Context: an optimization exercise on an open-source flow, tuned for small area. The choices shown serve that exercise and are no tape-out recipe.
At most, simulation tests tie the RTL to the original design; equivalence was not proved.
Power and IR drop assume default switching activity.

== job 8235 ==
// debug_controller
module debug_controller #(
    parameter BAUD = 625000,  
    parameter CLK_RATE = 10,  
    parameter TIMEOUT  = 1    
    )(
    input logic clk,
    input logic rst,
    input logic srx,
    output logic stx,
    input logic [31:0] pc,
    input logic mcu_busy,
    input logic [31:0] d_rd,
    input logic error,
    output logic [31:0] d_in,
    output logic [31:0] addr,
    output logic pause,
    output logic resume,
    output logic reset,
    output logic reg_rd,
    output logic reg_wr,
    output logic mem_rd,
    output logic mem_wr,
    output logic [1:0] mem_size,
    output logic valid
);
    localparam R_IDLE  = 3'd0;
    localparam R_START = 3'd1;
    localparam R_DATA  = 3'd2;
    localparam R_STOP  = 3'd3;
    localparam R_CLEAN = 3'd4;
    logic       rxd1, rxd;
    logic [2:0] rs;
    logic [6:0] rc;
    logic [31:0] rxsr;       
    always_ff @(posedge clk) begin
        if (rst) begin
            rxd1 <= 1'b1;
            rxd  <= 1'b1;
        end
        else begin
            rxd1 <= srx;
            rxd  <= rxd1;
        end
    end
    always_ff @(posedge clk) begin
        if (rst) begin
            rs <= R_IDLE;
            rc <= 0;
        end
        else begin
            case (rs)
                R_IDLE: begin
                    rc <= 0;
                    if (!rxd) rs <= R_START;
                end
                R_START: begin
                    if (rc[2:0] == 3'd7) begin
                        rc <= 0;
                        rs <= rxd ? R_IDLE : R_DATA;
                    end
                    else rc <= rc + 1;
                end
                R_DATA: begin
                    rc <= rc + 1;
                    if (rc == 7'd127) rs <= R_STOP;
                end
                R_STOP: begin
                    rc <= rc + 1;
                    if (rc[3:0] == 4'd15) rs <= R_CLEAN;
  ...
Size: about 490 flip-flops, roughly 140 I/O pins.
==> flow/config.mk <==
export PLATFORM = sky130hd
export DESIGN_NAME = debug_controller
export DESIGN_NICKNAME = debug_controller
export VERILOG_FILES = /design/flow/design.v
export SDC_FILE = /design/flow/constraint.sdc
export NUM_CORES = 4
export LEC_CHECK = 0
export CAP_MARGIN = 20
export CORE_MARGIN = 2
export CORE_UTILIZATION = 40
export SLEW_MARGIN = 20
==> flow/constraint.sdc <==
create_clock -name core_clock -period 7.0 [get_ports {clk}]
set_input_delay 1.4000 -clock core_clock [delete_from_list [all_inputs] [get_ports {clk}]]
set_output_delay 1.4000 -clock core_clock [all_outputs]
set_load 0.01 [all_outputs]
standard.sh (not shown) runs the stock make flow with config.mk's settings and CLKGATE_MAP_FILE= SYNTH_SCRIPT=/design/flow/synth_recipe.tcl, a recipe that flattens the netlist after the stock synthesis.
==> flow/flow/run.sh <==
#!/bin/bash
set -euo pipefail
export BUFFER_PORTS_ARGS="-buffer_cell sky130_fd_sc_hd__buf_1"
export CTS_ARGS="-sink_clustering_enable -repair_clock_nets -dont_use_dummy_load -sink_clustering_size 10 -sink_clustering_max_diameter 40 -buf_list {sky130_fd_sc_hd__clkbuf_4}"
bash standard.sh > flow.log 2>&1
Job 8235: flow completed, timing, DRC and antenna clean
--- input diff job 8235..job 6038 ---
==> flow/flow/run.sh <==
#!/bin/bash
set -euo pipefail
export BUFFER_PORTS_ARGS="-buffer_cell sky130_fd_sc_hd__buf_1"
export CTS_ARGS="-sink_clustering_enable -repair_clock_nets -dont_use_dummy_load -sink_clustering_size 25 -sink_clustering_max_diameter 80 -buf_list {sky130_fd_sc_hd__clkbuf_16}"
bash standard.sh > flow.log 2>&1
==> comparison <==
Job 6038 ran to completion and came out clean on the timing, design-rule and antenna checks.
In job 6038 relative to job 8235, fmax had gone up slightly.
[compare] base=job 8235 new=job 6038: post-synthesis to final-layout area growth went up 0.58 points; slew at the pin closest to its max-slew limit went down 0.028 ns; portion of the clock cycle consumed by the worst path in the final layout went down 0.67 points.
When the final numbers for job 6038 and job 8235 were put side by side, the met3 layer wire length in the routed design turned out to be greater in job 8235.
Between job 8235 and job 6038, the flow reports area of all placed cells without fillers increasing slightly.
Per the comparison of job 6038 with job 8235, number of nets in the layout fell 2.3%, clock-buffer cell count fell 45.
Delta (job 6038 minus job 8235): power climbed about 3.5%, setup slack saw an increase.
No functional check of the RTL was part of any run of this note.


Another version of the RTL of debug_controller (not shown whole).
For scale: roughly 140 I/O pins.
Settings: LEC_CHECK=0, CAP_MARGIN=20, CORE_MARGIN=2, CORE_UTILIZATION=40, SLEW_MARGIN=20; clock period 7.0 ns.
==> flow/flow/run.sh <==
#!/bin/bash
set -euo pipefail
export BUFFER_PORTS_ARGS="-buffer_cell sky130_fd_sc_hd__buf_1"
export CTS_ARGS="-sink_clustering_enable -repair_clock_nets -dont_use_dummy_load -sink_clustering_size 7 -sink_clustering_max_diameter 30 -buf_list {sky130_fd_sc_hd__clkbuf_2 sky130_fd_sc_hd__clkbuf_4}"
bash standard.sh > flow.log 2>&1
The starting point ran to the end with no violations.
Rerun with:
==> flow/flow/run.sh (replaced) <==
#!/bin/bash
set -euo pipefail
here=$(pwd)
export BUFFER_PORTS_ARGS="-buffer_cell sky130_fd_sc_hd__buf_1"
export CTS_ARGS="-sink_clustering_enable -repair_clock_nets -dont_use_dummy_load -sink_clustering_size 10 -sink_clustering_max_diameter 40 -buf_list {sky130_fd_sc_hd__clkbuf_4}"
{
  echo "proc abc {args} {"
  echo "  set i [lsearch \$args -script]"
  echo "  if {\$i >= 0} { set args [lreplace \$args [expr {\$i + 1}] [expr {\$i + 1}] $here/flow/area.script] }"
  echo "  yosys abc {*}\$args"
  echo "}"
  cat synth_recipe.tcl
} > flow_synth.tcl
sed "s|SYNTH_SCRIPT=[^ ]*|SYNTH_SCRIPT=$here/flow_synth.tcl|" standard.sh > flow_standard.sh
grep -q "SYNTH_SCRIPT=$here/flow_synth.tcl" flow_standard.sh
bash flow_standard.sh > flow.log 2>&1
==> flow/flow/area.script (new file) <==
&get -n
&st
&syn2
&dch -f
&nf -R 1000
&st
&syn2
&dch -f
&nf -R 1000
&st
&dch -f
&nf -R 1000
&put
- CORE_UTILIZATION: 40 -> 65
Result: The changed run finished with timing, DRC and antenna clean; hold slack is about the same; power is lower by 6.0%; cell area is lower by 4.1%; worst setup slack loses 0.22 ns; routed wire length is lower by 4.4%; synthesized cell count is lower by 5.0%; global-route usage is higher by 11 points.


== run 1 ==
Starting RTL as in the previous note.
clock: 7.0 ns
lec_check: 0
cap_margin: 20
core_margin: 2
core_utilization: 40
slew_margin: 20
==> flow/flow/run.sh <==
#!/bin/bash
set -euo pipefail
export BUFFER_PORTS_ARGS="-buffer_cell sky130_fd_sc_hd__buf_1"
export CTS_ARGS="-sink_clustering_enable -repair_clock_nets -dont_use_dummy_load -sink_clustering_size 10 -sink_clustering_max_diameter 40 -buf_list {sky130_fd_sc_hd__clkbuf_4}"
export RECOVER_POWER=100
bash standard.sh > flow.log 2>&1
From the logs: run 1 reached the end of the flow and failed the layout checks with max-capacitance violations, max-slew violations.
Changes in run 2 relative to run 1:
==> flow/flow/run.sh <==
#!/bin/bash
set -euo pipefail
here=$(pwd)
export BUFFER_PORTS_ARGS="-buffer_cell sky130_fd_sc_hd__buf_1"
export CTS_ARGS="-sink_clustering_enable -repair_clock_nets -dont_use_dummy_load -sink_clustering_size 10 -sink_clustering_max_diameter 40 -buf_list {sky130_fd_sc_hd__clkbuf_4}"
{
  echo "proc abc {args} {"
  echo "  set i [lsearch \$args -script]"
  echo "  if {\$i >= 0} { set args [lreplace \$args [expr {\$i + 1}] [expr {\$i + 1}] $here/flow/area.script] }"
  echo "  yosys abc {*}\$args"
  echo "}"
  cat synth_recipe.tcl
} > flow_synth.tcl
sed "s|SYNTH_SCRIPT=[^ ]*|SYNTH_SCRIPT=$here/flow_synth.tcl|" standard.sh > flow_standard.sh
grep -q "SYNTH_SCRIPT=$here/flow_synth.tcl" flow_standard.sh
bash flow_standard.sh > flow.log 2>&1
==> flow/flow/area.script (new file) <==
&get -n
&st
&syn2
&dch -f
&nf -R 1000
&st
&syn2
&dch -f
&nf -R 1000
&st
&dch -f
&nf -R 1000
&put
Findings:
Run 2 | stages: all done | timing, DRC, antenna: all pass
Looking at timing startpoint of the critical path, the ss[3] result is from run 1; the ss[0] one comes from run 2.
Max length of routed met2 wiring across run 1 and run 2: run 2
Maximum vdd drop went down by more than 10% going from run 1 to run 2.
The higher post-route cell area of run 1 and run 2 is in run 1.
On synthesized area, the lower figure sits with run 2, not run 1.
Looking at total design power, run 2 sits about 2.5% above run 1.
Of the two values seen for main combinational cell family by area after synthesis, XOR/XNOR gates was produced by run 1 and simple AND/OR/NAND/NOR gates by run 2.
> inputs changed (run 2 -> run 3)
Settings: a change of CORE_UTILIZATION from 40 to 55.
[summary]
Run 2 -> run 3: setup TNS after final layout delta 0, exact match
Run 3: portion of the clock cycle consumed by the worst path in the final layout is 1.0 points lower than what run 2 reported.
Diff run 2 -> run 3: net count reported at finish moved down, final critical-path required period moved down, combinational share of power level.
Initial antenna violation count down 2 in run 3 wrt run 2
[compare] base=run 2 new=run 3: area used by multi-input combinational logic did not really move; met3 routing resource usage after global routing has increased; clock-cell share of area saw a decrease.
Input changes introduced in run 4 (baseline for comparison: run 3):
Settings: CORE_UTILIZATION changed from 55 to 40.
==> flow/flow/run.sh <==
#!/bin/bash
set -euo pipefail
export BUFFER_PORTS_ARGS="-buffer_cell sky130_fd_sc_hd__buf_1"
export CTS_ARGS="-sink_clustering_enable -repair_clock_nets -dont_use_dummy_load -sink_clustering_size 10 -sink_clustering_max_diameter 40 -buf_list {sky130_fd_sc_hd__clkbuf_4}"
bash standard.sh > flow.log 2>&1
removed: flow/flow/area.script
--- outcome ---
- Run 4 and run 3 ended up with nearly the same post-cts resize count.
- Of run 4 and run 3, the lower minimum period implied by the final worst setup slack belongs to run 4.
- Run 4: number of tap cells added at floorplan is 198 higher than what run 3 reported.
- After synthesis and placement, the instance count of run 4 is above that of run 3.
- Power grows slightly when moving from run 3 to run 4.

-- afterwards: timing with drivers on the ports --
In the flow no input, the clock included, has a driving cell. The finished layouts below were timed again as built, in two steps. Step 1, drivers: a clkbuf_16 drives clk and a buf_2 each remaining input, both assumed. Step 2 moves the port delays by t, midway between the first and last clock arrival at a register: inputs arrive t later, outputs are due t later. That takes back most of the time a late clock gives input paths. Three values: ideal ports, drivers, drivers and shift; two values: the first two.
run	t, ns	slack for setup (ns)	worst hold slack (ns)	clock arrival spread, ns	worst register clock-pin slew, ns
job 8235	0.798	1.016 / 1.016 / 1.016	0.293 / 0.293 / 0.293	0.104 / 0.104	0.11 / 0.11
job 6038	0.625	1.062 / 1.062 / 1.062	0.347 / 0.347 / 0.347	0.045 / 0.045	0.11 / 0.11
the first run of note 2	0.803	0.655 / 0.655 / 0.655	0.295 / 0.295 / 0.295	0.130 / 0.130	0.08 / 0.08
the second run of note 2	0.736	0.440 / 0.440 / 0.440	0.297 / 0.297 / 0.297	0.097 / 0.097	0.12 / 0.12
run 1	0.759	0.620 / 0.620 / 0.620	0.292 / 0.292 / 0.292	0.116 / 0.115	0.11 / 0.11
run 2	0.802	0.402 / 0.402 / 0.402	0.281 / 0.281 / 0.281	0.150 / 0.150	0.11 / 0.11
run 3	0.794	0.474 / 0.474 / 0.474	0.314 / 0.314 / 0.314	0.104 / 0.104	0.11 / 0.11
run 4	0.762	0.630 / 0.630 / 0.630	0.292 / 0.292 / 0.292	0.120 / 0.120	0.11 / 0.11
